What follows belongs to an exercise in optimizing a design on an open flow for small area and a short achievable clock period; a production flow would make more cautious choices. At most, simulation tests tie the RTL to the original design; equivalence was not proved. Only the layout flow was run in run 3; the RTL was not checked for function there. Power and IR drop assume default switching activity.

<file path="design/flow/flow/run.sh">
#!/bin/bash
# Standard ORFS layout (the standard.sh, standard synthesis unchanged) with:
#  - plain buf_2 port buffers instead of the delay-cell buffers buffer_ports picks by default,
#  - timing repair allowed to resize across cell footprints,
#  - larger clock-tree sink clusters without dummy loads.
# make's full output goes to flow_make.log; ORFS keeps each step's log under orfs/logs.
set -euo pipefail
bash standard.sh MATCH_CELL_FOOTPRINT=0 \
  "BUFFER_PORTS_ARGS=-buffer_cell sky130_fd_sc_hd__buf_2" \
  "CTS_ARGS=-sink_clustering_enable -repair_clock_nets -dont_use_dummy_load -sink_clustering_size 30 -sink_clustering_max_diameter 60" \
  finish > flow_make.log 2>&1
</file>
<file path="design/flow/standard.sh">
#!/bin/bash
# synth_recipe.tcl (not shown) runs the flow's synth.tcl, then flattens the netlist and writes it again
# the make line also repeats each setting of config.mk as NAME=value (left out here)
make -C /OpenROAD-flow-scripts/flow DESIGN_CONFIG=/design/flow/config.mk WORK_HOME=/design/flow/orfs CLKGATE_MAP_FILE= SYNTH_SCRIPT=/design/flow/synth_recipe.tcl "${@:-finish}"
</file>
<file path="design/flow/config.mk">
export PLATFORM = sky130hd
export DESIGN_NAME = timer_top
export DESIGN_NICKNAME = timer_top
export VERILOG_FILES = /design/flow/design.v
export SDC_FILE = /design/flow/constraint.sdc
export NUM_CORES = 4
export LEC_CHECK = 0
export CAP_MARGIN = 20
export CORE_MARGIN = 2
export CORE_UTILIZATION = 60
export SETUP_SLACK_MARGIN = 2.1
export SLEW_MARGIN = 20
</file>
<file path="design/flow/constraint.sdc">
create_clock -name core_clock -period 4.0 [get_ports {sys_clk}]
set_input_delay 0.8000 -clock core_clock [delete_from_list [all_inputs] [get_ports {sys_clk}]]
set_output_delay 0.8000 -clock core_clock [all_outputs]
set_load 0.01 [all_outputs]
</file>
<file path="design/flow/design.v">
module timer_top (
    input sys_clk,
    input sys_rst_n,
    input tim_psel,
    input tim_pwrite,
    input tim_penable,
    input [11:0] tim_paddr,
    input [31:0] tim_pwdata,
    input [3:0] tim_pstrb,
    input dbg_mode,
    output tim_int,
    output tim_pready,
    output tim_pslverr,
    output [31:0] tim_prdata
);
    reg [1:0] ph;
    reg       acc;
    reg       pready_q;
    reg [7:0] sel;           
    wire ph3 = (ph == 2'd3);
    always @(posedge sys_clk or negedge sys_rst_n) begin
        if (!sys_rst_n) begin
            ph       <= 2'd0;
            acc      <= 1'b0;
            pready_q <= 1'b0;
            sel      <= 8'd0;
        end else begin
            if (ph == 2'd0)
                ph <= (tim_psel && !tim_penable) ? 2'd1 : 2'd0;
            else
                ph <= ph + 2'd1;
            acc      <= ph3;
            pready_q <= acc;
            sel      <= (ph3 && tim_paddr[11:5] == 7'd0 && tim_paddr[1:0] == 2'd0)
                        ? (8'd1 << tim_paddr[4:2]) : 8'd0;
        end
    end
    wire s_tcr   = sel[0];
    wire s_tdr0  = sel[1];
    wire s_tdr1  = sel[2];
    wire s_tcmp0 = sel[3];
    wire s_tcmp1 = sel[4];
    wire s_tier  = sel[5];
    wire s_tisr  = sel[6];
    wire s_thcsr = sel[7];
    wire wr = tim_pwrite;
    reg       timer_en;
    reg       div_en;
    reg [3:0] div_val;
    wire err_n = (tim_pwdata[11:8] > 4'd8)
               || (timer_en && tim_pstrb[1] && (tim_pwdata[15:8] != {4'd0, div_val}))
               || (timer_en && tim_pstrb[0] && (tim_pwdata[1] != div_en));
    wire tcr_we = s_tcr && wr;
    reg err, pslverr_q;
    always @(posedge sys_clk)
        err <= err_n;
    wire div_en_n = (tcr_we && !err && tim_pstrb[0]) ? tim_pwdata[1] : div_en;
    wire [3:0] div_val_n = (tcr_we && !err && tim_pstrb[1]) ? tim_pwdata[11:8] : div_val;
    always @(posedge sys_clk or negedge sys_rst_n) begin
        if (!sys_rst_n) begin
            timer_en  <= 1'b0;
            div_en    <= 1'b0;
            div_val   <= 4'd1;
            pslverr_q <= 1'b0;
        end else begin
            pslverr_q <= tcr_we && err;
            if (tcr_we && tim_pstrb[0])
                timer_en <= tim_pwdata[0];
            div_en   <= div_en_n;
            div_val  <= div_val_n;
        end
    end
    reg [31:0] tdr0, tdr1, tcmp0n, tcmp1n;    
    integer b;
    always @(posedge sys_clk or negedge sys_rst_n) begin
        if (!sys_rst_n) begin
            tdr0  <= 32'h0;
            tdr1  <= 32'h0;
            tcmp0n <= 32'h0;
            tcmp1n <= 32'h0;
        end else begin
            for (b = 0; b < 4; b = b + 1) begin
                if (s_tdr0 && wr && tim_pstrb[b])  tdr0[8*b +: 8]  <= tim_pwdata[8*b +: 8];
                if (s_tdr1 && wr && tim_pstrb[b])  tdr1[8*b +: 8]  <= tim_pwdata[8*b +: 8];
                if (s_tcmp0 && wr && tim_pstrb[b]) tcmp0n[8*b +: 8] <= ~tim_pwdata[8*b +: 8];
                if (s_tcmp1 && wr && tim_pstrb[b]) tcmp1n[8*b +: 8] <= ~tim_pwdata[8*b +: 8];
            end
        end
    end
    reg        ld_hold;
    reg [7:0]  div_cnt;      
    reg        div_hit;      
    reg [63:0] counter;
    wire halt = halt_req && dbg_mode;
    wire run  = timer_en && !halt;
    wire [7:0] div_mask  = (8'd1 << div_val) - 8'd1;
    wire [7:0] div_inc   = div_cnt + 8'd1;
    wire div_hit_n = run ? (!div_en || (&(div_inc | ~div_mask))) : (!div_en_n || (div_val_n == 4'd0));
    wire cnt_inc = !halt && div_hit;
    always @(posedge sys_clk or negedge sys_rst_n) begin
        if (!sys_rst_n) begin
            ld_hold <= 1'b0;
            div_hit <= 1'b1;
        end else begin
            ld_hold <= wr && (s_tdr0 || s_tdr1);
            div_hit <= div_hit_n;
        end
    end
    reg  [7:1] lo_ones;
    wire [7:0] byte_ones;        
    wire [7:0] tdr_byte_ones;
    wire [63:0] tdr = {tdr1, tdr0};
    wire [63:0] carry;           
    wire [7:1] lo_ones_inc;      
    wire [7:1] lo_ones_ld;       
    genvar gi;
    generate
        for (gi = 0; gi < 8; gi = gi + 1) begin : g_byte
            assign byte_ones[gi]     = &counter[8*gi +: 8];
            assign tdr_byte_ones[gi] = &tdr[8*gi +: 8];
        end
        for (gi = 0; gi < 64; gi = gi + 1) begin : g_carry
            if (gi % 8 == 0)
                assign carry[gi] = (gi == 0) ? 1'b1 : lo_ones[gi / 8];
            else if (gi < 8)
                assign carry[gi] = &counter[gi - 1:0];
            else
                assign carry[gi] = lo_ones[gi / 8] & (&counter[gi - 1:(gi / 8) * 8]);
        end
        for (gi = 1; gi < 8; gi = gi + 1) begin : g_lo
            if (gi == 1)
                assign lo_ones_inc[gi] = (counter[7:0] == 8'hFE);
            else
                assign lo_ones_inc[gi] = (counter[7:0] == 8'hFE) && (&byte_ones[gi - 1:1]);
            assign lo_ones_ld[gi]  = &tdr_byte_ones[gi - 1:0];
        end
    endgenerate
    always @(posedge sys_clk) begin
        div_cnt <= run ? div_inc : 8'd0;
        if (!timer_en) begin
            if (!ld_hold) begin
                counter <= tdr;
                lo_ones <= lo_ones_ld;
            end
        end else if (cnt_inc) begin
            counter <= counter ^ carry;
            lo_ones <= lo_ones_inc;
        end
    end
    reg int_en, pending, status, tim_int_q;
    wire compare = &(counter ^ {tcmp1n, tcmp0n});
    wire int_clr = s_tisr && wr && tim_pstrb[0] && tim_pwdata[0];
    wire int_en_n  = (s_tier && wr && tim_pstrb[0]) ? tim_pwdata[0] : int_en;
    wire pending_n = !int_clr && (pending || compare);
    always @(posedge sys_clk or negedge sys_rst_n) begin
        if (!sys_rst_n) begin
            int_en    <= 1'b0;
            pending   <= 1'b0;
            status    <= 1'b0;
            tim_int_q <= 1'b0;
        end else begin
            int_en    <= int_en_n;
            pending   <= pending_n;
            status    <= !int_clr && (status || pending);
            tim_int_q <= int_en_n && pending_n;
        end
    end
    reg halt_req;
    reg dbg_d1, dbg_d2;      
    always @(posedge sys_clk or negedge sys_rst_n) begin
        if (!sys_rst_n)
            halt_req <= 1'b0;
        else if (s_thcsr && wr && tim_pstrb[0])
            halt_req <= tim_pwdata[0];
    end
    always @(posedge sys_clk) begin
        dbg_d1 <= dbg_mode;
        dbg_d2 <= dbg_d1;
    end
    reg [31:0] prdata_q;
    wire [31:0] rdata =
          ({32{s_tcr}}   & {20'h0, div_val, 6'h0, div_en, timer_en})
        | ({32{s_tdr0}}  & counter[31:0])
        | ({32{s_tdr1}}  & counter[63:32])
        | ({32{s_tcmp0}} & ~tcmp0n)
        | ({32{s_tcmp1}} & ~tcmp1n)
        | ({32{s_tier}}  & {31'h0, int_en})
        | ({32{s_tisr}}  & {31'h0, status})
        | ({32{s_thcsr}} & {30'h0, halt_req && dbg_d2, halt_req});
    always @(posedge sys_clk or negedge sys_rst_n) begin
        if (!sys_rst_n)
            prdata_q <= 32'h0;
        else
            prdata_q <= rdata;
    end
    assign tim_int     = tim_int_q;
    assign tim_pready  = pready_q;
    assign tim_pslverr = pslverr_q;
    assign tim_prdata  = prdata_q;
endmodule
</file>
==> results of run 1 <==
## timing repair
action / 4_1_cts / 5_1_grt
cloned: 2 / 0
gates resized for setup: 24 / 14
setup endpoints to repair: 173 / 6
pin swaps: 3 / 3
buffers inserted: 14 / 12
## layout by cell type, fill, tap and decap left out, types with 8 or more instances in the layout
cell       instances
nand3_1           36
buf_4             34
xor2_2             9
o21ai_0           73
dfxtp_1           11
nor3_1             9
nand2_1          112
and3_1            10
o221ai_1          26
xnor2_1           34
dfrtp_1          178
mux2_2            83
edfxtp_1          71
clkbuf_16         21
ha_1              13
nor2_1            83
xor2_1            84
buf_2             87
a21oi_1           60
nand4_1           46
a22oi_1           27
inv_1              8
## critical path, stage by stage (launching register included)
cell and delay (ps):
dfrtp_2 410, or4_4 560, ha_4 180, or3_1 320, or3b_1 360, a31o_2 250
nand4_1 80, a2bb2oi_1 70
## per-layer routing
layer / GRT usage / vias to the layer above / wire, um / part of all wire
met5: 0 / - / 0 / 0
met4: 0.0619 / 0 / 725 / 0.022
met3: 0.0309 / 53 / 2440 / 0.074
met2: 0.497 / 388 / 15500 / 0.47
met1: 0.462 / 4458 / 14500 / 0.44
li1: - / 4169 / - / -
## power groups by stage
stage | Combinational [uW] | Sequential [uW] | Clock [uW]
floorplan | 40.2 | 2890 | 0
global placement | 146 | 2890 | 0
detailed placement | 148 | 2890 | 0
CTS | 149 | 2840 | 1800
global route | 167 | 2840 | 1900
finish | 147 | 2840 | 1770
## registers in the layout, indices dropped and copies added, names as in the netlist, 2 cells and up
name / flops
counter: 64
div_cnt: 8
sel: 8
prdata_q: 32
div_val: 4
lo_ones: 7
tdr0: 32
ph: 2
tcmp0n: 32
tdr1: 32
tcmp1n: 32
## kinds of logic after synthesis
kind of cell	Yosys count	share of synthesized area
AND/OR/NAND/NOR	334	0.126
flip-flops	268	0.564
multiplexers	83	0.0753
adder cells (fa/ha/maj)	15	0.0151
buffers and inverters	68	0.0222
AO/OA/AOI/OAI	215	0.108
XOR/XNOR	127	0.0896
## final timing paths
check | from | end | slack (ps) | depth (start not counted)
hold reg to reg | dbg_d1 | dbg_d2 | 340 | 0
hold / removal | sys_rst_n | tdr0[17] | 310 | 1
max in group asynchronous | sys_rst_n | tcmp1n[5] | 2810 | 3
setup reg to reg | div_val[1] | div_hit | 1710 | 7
min in group core_clock | dbg_d1 | dbg_d2 | 340 | 0
setup / recovery | div_val[1] | div_hit | 1710 | 7
## cell type report
class / instances / share of cell area
clock buffers: 20 / 0.0356
inverters: 11 / 0.00347
multi-input cells: 775 / 0.379
flip-flops and latches: 268 / 0.499
well taps: 270 / 0.0240
repair buffers: 128 / 0.0585
## metrics by stage
| stage | total power (uW) | hold WS [ps] | cell area (sq um) | instances |
|---|---|---|---|---|
| finish | 4750 | 314 | 14100 | 1472 |
| global route | 4910 | 352 | 14100 | 1472 |
| CTS | 4790 | 338 | 13900 | 1460 |
| detailed placement | 3040 | 322 | 13100 | 1424 |
| global placement | 3040 | 318 | 13100 | 1424 |
| floorplan | 2930 | 310 | 12500 | 1110 |
==> flow_summary.yaml, run 1 <==
synth:
  synthCells: 1110
  yosysTopAreaCellShare: 0.371
  async_reset_ff_frac: 0.694
  synth-seq-area-share: 0.564
  ys_types: 50
  synth_area_per_cell_sq_um: 11.2
  synth_enable_flop_cells: 71
  synth_warnings: 1
  synth_ff_type: "dfrtp_1"
  synth-seq-cells: 268
  synthTopCellsByCount: "dfrtp_1, nand2_1, xor2_1"
  yosysTopAreaCell: "dfrtp_1"
  yosys-top-cells-area: "dfrtp_1, edfxtp_1, mux2_2"
  yosysMostFrequentCell: "dfrtp_1"
  synth_area_sq_mm: 0.0124
  syn_nets: 1179
routing:
  firstDrtPassIters: 5
  via_per_inst: 6.16
  wl_per_cell_um: 22.5
  first_iter_violations: 831
  vias: 9068
  drcViolationCount: 0
  postRouteWirelength_mm: 33.1
  antenna_left: 0
sta:
  fmax_mhz: 437
  hold_viol: 0
  setup_tns_ps: 0
  setup_slack_ps: 1710
  worst_pin_slew_ps: 1030
  min_period_ps: 2290
  maxSlewHeadroom: 0.311
  rsz0062_at_grt: "true"
  finalClockSkew_ps: 30.7
  drv_slew: 0
  setup-violations-final: 0
  fin_crit_sh: 0.572
min_path:
  hold_class: "primary input to asynchronous set/reset pin"
pwr:
  power_frac_comb: 0.031
  power_density_mw_per_mm2: 338
  internal-power_uw: 3760
  seqPwrFrac: 0.597
  cellLeakagePower_uw: 0.00663
  netSwitchingFraction: 0.210
  clockPowerShare: 0.372
  p_sw_uw: 997
  ir_drop_mv: 0.370
clocking:
  cts_buffer_depth: 3
  cts.sinks: 268
  htree_levels: 1
  clk_transition_reported_paths_ps: 80
  cts_tree: "yes"
  cts_hold_buf: 0
  cts_root_buffer: "clkbuf_16"
  cts_made_buffers: 20
  clkLatencyLatePin_ps: 510
layout:
  postLayoutCoreUtil: 0.693
  regArea_sq_mm: 0.00702
  multi_input_area_sq_mm: 0.00533
  areaGrowthSynthToFinish_pct: 13.2
  nFillCells: 1552
  antennaDiodeCount: 0
  finalNetCount: 1273
  drive_gt1_frac: 0.227
placement:
  portBuffers: 88
  pre_cts_ws_ps: 1530
  dpl.hpwl_mm: 22.8
  place.gp.congestion: 0.887
global_routing:
  grt_max_degree: 83
  grt_pass1_vias: 8713
  grt.total_usage: 0.308
  antenna_found_initial: 0
  overflow: 0
  grt_pass1_wl_mm: 51.6
floorplanning:
  die_w_um: 148
  dieArea_sq_mm: 0.0219
  num_rows: 52
  start_util: 0.612
  die_h_um: 148
  core-area_sq_mm: 0.0203
  io_pins: 89
critical_path:
  worstPathArrival_ps: 2710
  startpoint_type: "register"
  required_ps: 4420
  crit_fanout: 2
  critical_path_class: "register to register"
  end_kind: "register"
run:
  drv_cap: 0
outcome:
  status: "finished clean"
==> run 2: changes to the inputs <==
==> design/flow/run.sh (new file) <==
#!/bin/bash
# synth_recipe.tcl (not shown) runs the flow's synth.tcl, then flattens the netlist and writes it again
# the make line also repeats each setting of config.mk as NAME=value (left out here)
make -C /OpenROAD-flow-scripts/flow DESIGN_CONFIG=/design/flow/config.mk WORK_HOME=/design/flow/orfs CLKGATE_MAP_FILE= SYNTH_SCRIPT=/design/flow/synth_recipe.tcl finish
--- a/design/flow/config.mk
+++ b/design/flow/config.mk
@@ -8,5 +8,7 @@
 export CAP_MARGIN = 20
 export CORE_MARGIN = 2
 export CORE_UTILIZATION = 60
+export CTS_CLUSTER_DIAMETER = 60
+export CTS_CLUSTER_SIZE = 30
 export SETUP_SLACK_MARGIN = 2.1
 export SLEW_MARGIN = 20
removed: design/flow/flow/run.sh
removed: design/flow/standard.sh
==> flow_summary.yaml, run 2 <==
synth:
  synth-seq-area-share: 0.564
  async_reset_ff_frac: 0.694
  yosysMostFrequentCell: "dfrtp_1"
  synthTopCellsByCount: "dfrtp_1, nand2_1, xor2_1"
  synth-seq-cells: 268
  ys_types: 50
  synth_area_per_cell_sq_um: 11.2
  synth_enable_flop_cells: 71
  yosys-top-cells-area: "dfrtp_1, edfxtp_1, mux2_2"
  synth_ff_type: "dfrtp_1"
  synth_warnings: 1
  syn_nets: 1179
  yosysTopAreaCellShare: 0.371
  synthCells: 1110
  yosysTopAreaCell: "dfrtp_1"
  synth_area_sq_mm: 0.0124
critical_path:
  critical_path_class: "register to register"
  end_kind: "register"
  startpoint_type: "register"
  cp-endpoint: "div_hit"
  required_ps: 4450
  critical_path.startpoint: "div_val[2]"
  timing.rr.end: "div_hit"
  worstPathArrival_ps: 2770
  slowest_delay_ps: 560
  critical-path-slowest-cell: "or4_4"
  worstPathCellList: "or4_4 > ha_4 > or3_4 > or3b_1 > a31o_2 > nand4_1 > a2bb2oi_1"
  crit_fanout: 2
  reg2reg_depth: 7
  r2r-start: "div_val[2]"
  r2r_slack_ps: 1670
layout:
  nFillCells: 1489
  layout_commonest_cell: "dfrtp_1"
  final_cell_mix: "dfrtp_1, nand2_1, nor2_1, mux2_2, xor2_1"
  finalNetCount: 1276
  multi_input_area_sq_mm: 0.00548
  postLayoutCoreUtil: 0.725
  drive_gt1_frac: 0.214
  areaGrowthSynthToFinish_pct: 18.5
  regArea_sq_mm: 0.00702
  antennaDiodeCount: 0
  largest-register: "counter"
  largest_reg_flops: 64
routing:
  postRouteWirelength_mm: 32.7
  firstDrtPassIters: 5
  drcViolationCount: 0
  first_iter_violations: 777
  vias: 9147
  antenna_left: 0
  via_per_inst: 6.13
  wl_per_cell_um: 21.9
pwr:
  p_sw_uw: 1300
  power_frac_comb: 0.034
  internal-power_uw: 3970
  power_density_mw_per_mm2: 358
  seqPwrFrac: 0.538
  ir_drop_mv: 0.297
  netSwitchingFraction: 0.247
  clockPowerShare: 0.428
  cellLeakagePower_uw: 0.00679
global_routing:
  grt_pass1_wl_mm: 51.1
  antenna_found_initial: 1
  grt_pass1_vias: 8992
  grt_max_degree: 91
  grt.total_usage: 0.304
  overflow: 0
sta:
  fin_crit_sh: 0.581
  rsz0062_at_grt: "true"
  hold_viol: 0
  setup-violations-final: 0
  min_period_ps: 2330
  fmax_mhz: 430
  maxSlewHeadroom: 0.498
  drv_slew: 0
  worst_pin_slew_ps: 754
  finalClockSkew_ps: 28.5
  setup_tns_ps: 0
  setup_slack_ps: 1670
clocking:
  htree_levels: 1
  cts_hold_buf: 0
  cts_tree: "yes"
  cts_made_buffers: 20
  cts_buffer_depth: 3
  cts_root_buffer: "clkbuf_16"
  clkLatencyLatePin_ps: 530
  cts.sinks: 268
  clk_transition_reported_paths_ps: 100
floorplanning:
  num_rows: 52
  dieArea_sq_mm: 0.0219
  io_pins: 89
  die_h_um: 148
  die_w_um: 148
  start_util: 0.612
  core-area_sq_mm: 0.0203
placement:
  portBuffers: 88
  pre_cts_ws_ps: 965
  place.gp.congestion: 0.868
  dpl.hpwl_mm: 22.0
outcome:
  status: "finished clean"
min_path:
  hold_class: "primary input to asynchronous set/reset pin"
run:
  drv_cap: 0
-- run 2: cell counts after synthesis --
Identical to the previous run, type by type.
-- run 2: cell families after synthesis --
group                    share of synthesized area
XOR/XNOR                                    0.0896
AND/OR/NAND/NOR                              0.126
buffers and inverters                       0.0222
multiplexers                                0.0753
AO/OA/AOI/OAI                                0.108
flip-flops                                   0.564
adder cells (fa/ha/maj)                     0.0151
-- run 2: routing by layer --
metal / up-vias / GRT usage / part of all wire
li1: 4199 / - / -
met1: 4531 / 0.425 / 0.42
met2: 346 / 0.481 / 0.47
met3: 69 / 0.0580 / 0.082
met4: 2 / 0.107 / 0.036
met5: - / 0 / 0.00040
-- run 2: power groups by stage --
stage / Combinational [uW] / Sequential (uW) / Clock, uW
after floorplan: 40.2 / 2890 / 0
after global placement: 179 / 2890 / 0
after detailed placement: 182 / 2890 / 0
after CTS: 179 / 2840 / 2300
after global routing: 198 / 2840 / 2400
final: 178 / 2840 / 2260
-- run 2: metrics by stage --
| step | hold WS, ps | area, sq um | total power [uW] | instances |
|---|---|---|---|---|
| 4_1_cts | 336 | 14400 | 5310 | 1472 |
| 3_3_place_gp | 317 | 13500 | 3070 | 1419 |
| 6_report | 288 | 14700 | 5270 | 1491 |
| 3_5_place_dp | 320 | 13500 | 3080 | 1419 |
| 5_1_grt | 363 | 14700 | 5440 | 1491 |
| 2_1_floorplan | 310 | 12500 | 2930 | 1110 |
-- run 2: how the worst min path moves through the flow --
stage | slack (ps) | cells past startpoint | to | start
3_5_place_dp | 320 | 0 | dbg_d2 | dbg_d1
2_1_floorplan | 310 | 0 | dbg_d2 | dbg_d1
5_1_grt | 360 | 0 | dbg_d2 | dbg_d1
4_1_cts | 340 | 1 | tcmp0n[19] | sys_rst_n
3_3_place_gp | 320 | 0 | dbg_d2 | dbg_d1
6_report | 290 | 1 | tcmp0n[19] | sys_rst_n
-- run 2: cell type report --
class,count,area share
clock inverters,15,0.0150
repair buffers,131,0.0734
multi-input cells,775,0.373
inverters,11,0.00332
flip-flops and latches,268,0.477
well taps,270,0.0230
clock buffers,21,0.0357
-- run 2: critical path: cells and delay by family (launching register included) --
family                     cells  cell delay (ps)
adders and majority gates      1              180
and+or+nand+nor                4             1340
AOI/OAI and AO/OA              2              320
DFF                            1              420
-- run 2: what timing repair did --
action,CTS,global route
pin swaps,6,12
setup endpoints to repair,301,109
setup buffers,15,19
resized for setup,166,37
gates cloned,2,0
endpoints found under the hold margin,0,0
==> run 3: changes to the inputs <==
--- a/design/flow/design.v
+++ b/design/flow/design.v
@@ -106,45 +106,13 @@
             div_hit <= div_hit_n;
         end
     end
-    reg  [7:1] lo_ones;
-    wire [7:0] byte_ones;        
-    wire [7:0] tdr_byte_ones;
-    wire [63:0] tdr = {tdr1, tdr0};
-    wire [63:0] carry;           
-    wire [7:1] lo_ones_inc;      
-    wire [7:1] lo_ones_ld;       
-    genvar gi;
-    generate
-        for (gi = 0; gi < 8; gi = gi + 1) begin : g_byte
-            assign byte_ones[gi]     = &counter[8*gi +: 8];
-            assign tdr_byte_ones[gi] = &tdr[8*gi +: 8];
-        end
-        for (gi = 0; gi < 64; gi = gi + 1) begin : g_carry
-            if (gi % 8 == 0)
-                assign carry[gi] = (gi == 0) ? 1'b1 : lo_ones[gi / 8];
-            else if (gi < 8)
-                assign carry[gi] = &counter[gi - 1:0];
-            else
-                assign carry[gi] = lo_ones[gi / 8] & (&counter[gi - 1:(gi / 8) * 8]);
-        end
-        for (gi = 1; gi < 8; gi = gi + 1) begin : g_lo
-            if (gi == 1)
-                assign lo_ones_inc[gi] = (counter[7:0] == 8'hFE);
-            else
-                assign lo_ones_inc[gi] = (counter[7:0] == 8'hFE) && (&byte_ones[gi - 1:1]);
-            assign lo_ones_ld[gi]  = &tdr_byte_ones[gi - 1:0];
-        end
-    endgenerate
     always @(posedge sys_clk) begin
         div_cnt <= run ? div_inc : 8'd0;
         if (!timer_en) begin
-            if (!ld_hold) begin
-                counter <= tdr;
-                lo_ones <= lo_ones_ld;
-            end
+            if (!ld_hold)
+                counter <= {tdr1, tdr0};
         end else if (cnt_inc) begin
-            counter <= counter ^ carry;
-            lo_ones <= lo_ones_inc;
+            counter <= counter + 64'd1;
         end
     end
     reg int_en, pending, status, tim_int_q;
==> design/flow/flow/run.sh (new file) <==
#!/bin/bash
# Standard ORFS layout, with plain buffers on the ports (instead of the
# delay-cell buffers buffer_ports picks by default) and repair allowed to
# resize across cell footprints.
set -euo pipefail
bash standard.sh MATCH_CELL_FOOTPRINT=0 "BUFFER_PORTS_ARGS=-buffer_cell sky130_fd_sc_hd__buf_2" finish > flow_make.log 2>&1
==> design/flow/standard.sh (new file) <==
#!/bin/bash
# synth_recipe.tcl (not shown) runs the flow's synth.tcl, then flattens the netlist and writes it again
# the make line also repeats each setting of config.mk as NAME=value (left out here)
make -C /OpenROAD-flow-scripts/flow DESIGN_CONFIG=/design/flow/config.mk WORK_HOME=/design/flow/orfs CLKGATE_MAP_FILE= SYNTH_SCRIPT=/design/flow/synth_recipe.tcl "${@:-finish}"
==> design/flow/config.mk (replaced) <==
export PLATFORM = sky130hd
export DESIGN_NAME = timer_top
export DESIGN_NICKNAME = timer_top
export VERILOG_FILES = /design/flow/design.v
export SDC_FILE = /design/flow/constraint.sdc
export NUM_CORES = 4
export LEC_CHECK = 0
export ABC_CLOCK_PERIOD_IN_PS = 1700
export CAP_MARGIN = 20
export CORE_MARGIN = 2
export CORE_UTILIZATION = 60
export SETUP_SLACK_MARGIN = 2.3
export SLEW_MARGIN = 20
removed: design/flow/run.sh
==> flow_summary.yaml, run 3 <==
floorplanning:
  dieArea_sq_mm: 0.0218
  die_h_um: 148
  die_w_um: 148
  core-area_sq_mm: 0.0202
  io_pins: 89
  num_rows: 52
  start_util: 0.613
layout:
  largest-register: "counter"
  finalNetCount: 1424
  largest_reg_flops: 64
  postLayoutCoreUtil: 0.801
  antennaDiodeCount: 0
  stdcell_area_sq_mm: 0.0162
  instances_no_fill: 1655
  drive_gt1_frac: 0.350
  final_cell_mix: "dfrtp_1, buf_4, nand2_1, buf_2, nor2_1"
  layout_commonest_cell: "dfrtp_1"
  areaGrowthSynthToFinish_pct: 30.7
routing:
  drcViolationCount: 0
  firstDrtPassIters: 6
  first_iter_violations: 1437
  antenna_left: 0
  postRouteWirelength_mm: 38.8
  via_per_inst: 6.53
  wl_per_cell_um: 23.5
  vias: 10800
placement:
  dpl.hpwl_mm: 23.6
  place.gp.congestion: 0.911
  dpl_cell_area_sq_mm: 0.0133
  placed_cells_incl_taps: 1461
  portBuffers: 88
synth:
  synth-seq-cells: 261
  synth_area_per_cell_sq_um: 10.7
  synth-seq-area-share: 0.548
  synth_area_sq_mm: 0.0124
  yosys-top-cells-area: "dfrtp_1, edfxtp_1, mux2_2"
  synth_enable_flop_cells: 64
  synth_warnings: 1
  syn_nets: 1223
  ys_types: 49
  synth_ff_type: "dfrtp_1"
  yosysTopAreaCellShare: 0.371
  yosysTopAreaCell: "dfrtp_1"
  synthCells: 1164
  async_reset_ff_frac: 0.713
  yosysMostFrequentCell: "dfrtp_1"
  synthTopCellsByCount: "dfrtp_1, nand2_1, nor2_1, o21ai_0, xor2_1"
global_routing:
  grt_pass1_wl_mm: 58.1
  grt_max_degree: 101
  grt.total_usage: 0.342
  antenna_found_initial: 0
  grt_pass1_vias: 10000
  overflow: 0
sta:
  maxSlewHeadroom: 0.444
  finalClockSkew_ps: 24.5
  setup-violations-final: 0
  setup_tns_ps: 0
  min_period_ps: 2370
  rsz0062_at_grt: "true"
  worst_pin_slew_ps: 834
  fmax_mhz: 422
  fin_crit_sh: 0.593
  hold_viol: 0
  drv_slew: 0
clocking:
  cts.sinks: 261
  cts_tree: "yes"
  cts_buffer_depth: 3
  cts_made_buffers: 27
  clk_transition_reported_paths_ps: 70
  cts_root_buffer: "clkbuf_16"
  clkLatencyLatePin_ps: 540
  htree_levels: 1
min_path:
  hold_class: "primary input to asynchronous set/reset pin"
outcome:
  status: "finished clean"
pwr:
  cellLeakagePower_uw: 0.00766
  ir_drop_mv: 0.290
  power_density_mw_per_mm2: 341
  finalPower_uw: 5520
critical_path:
  end_kind: "register"
  worstPathArrival_ps: 2730
  critical_path_class: "register to register"
  required_ps: 4360
  crit_fanout: 7
  startpoint_type: "register"
run:
  drv_cap: 0
==> run 3: stage by stage <==
step                hold slack (ps)  worst slack [ps]
floorplan                       310              1580
finish                          333              1630
CTS                             348              1670
detailed placement              318              1330
global route                    353              1560
global placement                329              1410
==> run 3: logic make-up (layout without fill, tap and decap cells) <==
group	after synthesis	in the layout	share of synthesized area
and+or+nand+nor	375	378	0.149
adders and majority gates	5	5	0.00504
AOI/OAI and AO/OA	245	245	0.122
xor gates and xnor gates	115	115	0.0812
DFF	261	261	0.548
buffers and inverters	90	308	0.0288
muxes	73	73	0.0663
==> run 3: final cells by class <==
class                           count  area (sq um)
Multi-Input combinational cell    816          6220
Inverter                           16          70.1
Clock buffer                       33           728
Tap cell                          270           338
Sequential cell                   261          6820
Fill cell                        1211          4020
Timing Repair Buffer              243          1860
Clock inverter                     16           183
==> run 3: path summary, 6_finish.rpt <==
| kind | depth (start not counted) | endpoint | slack, ps | from |
|---|---|---|---|---|
| setup / recovery | 8 | counter[50] | 1630 | counter[26] |
| hold / removal | 1 | prdata_q[8] | 330 | sys_rst_n |
| setup reg to reg | 8 | counter[50] | 1630 | counter[26] |
| hold reg to reg | 0 | pready_q | 350 | acc |
| max in group asynchronous | 2 | tcmp1n[26] | 2820 | sys_rst_n |
| min in group core_clock | 0 | pready_q | 350 | acc |
==> run 3: what timing repair did <==
item                       CTS  global route
pin swaps                   74            58
buffers inserted            93            49
resized for setup          103            65
gates cloned                 2             1
setup endpoints to repair  275           190
hold buffers                 0             0
==> run 3: critical path, cell delays in order (launching register included) <==
cell and delay (ps):
edfxtp_1 390, buf_6 120, nand4_1 230, nor4_4 410
buf_6 180, nand3_4 140, buf_6 150, or3_1 330
a31oi_1 230
==> run 3: report_power, final <==
group          switching (uW)  leakage, uW  internal, uW
logic                     105      0.00377          49.7
registers                14.2      0.00344          2740
clock network            1060     0.000449          1550
==> run 3: layer usage <==
| layer | up-vias | share of wire | global-route usage |
|---|---|---|---|
| met5 | - | 0 | 0 |
| met4 | 0 | 0.036 | 0.0894 |
| li1 | 4652 | - | - |
| met2 | 709 | 0.45 | 0.522 |
| met3 | 132 | 0.11 | 0.0586 |
| met1 | 5308 | 0.40 | 0.515 |

[separate check: timing with driven ports]
The results above use ideal ports. As a check the final layouts listed here were re-extracted and re-timed, cells and wires unchanged. Step 1, drivers: a clkbuf_16 drives sys_clk and a buf_2 each remaining input, both assumed. Step 2 also shifts input and output timing later by t, the mid clock arrival at the registers, as if the neighbouring blocks saw the same clock. a / b / c = ideal ports / drivers / drivers and shift; a / b = the first two.
| run | t, ns | slack for setup (ns) | hold WS [ns] | latest minus earliest clock arrival (ns) | cell pins on the clock port's net |
|---|---|---|---|---|---|
| run 1 | 0.540 | 1.712 / 1.712 / 1.620 | 0.314 / 0.300 / 0.339 | 0.036 / 0.035 | 1 |
| run 2 | 0.567 | 1.674 / 1.674 / 1.295 | 0.288 / 0.274 / 0.361 | 0.029 / 0.029 | 1 |
| run 3 | 0.582 | 1.629 / 1.629 / 1.629 | 0.333 / 0.324 / 0.348 | 0.025 / 0.024 | 1 |
After both steps setup and hold are still met in every run listed. For run 2, which loses most, drivers alone change the setup slack by 0.000 ns; drivers and shift together by -0.379 ns.
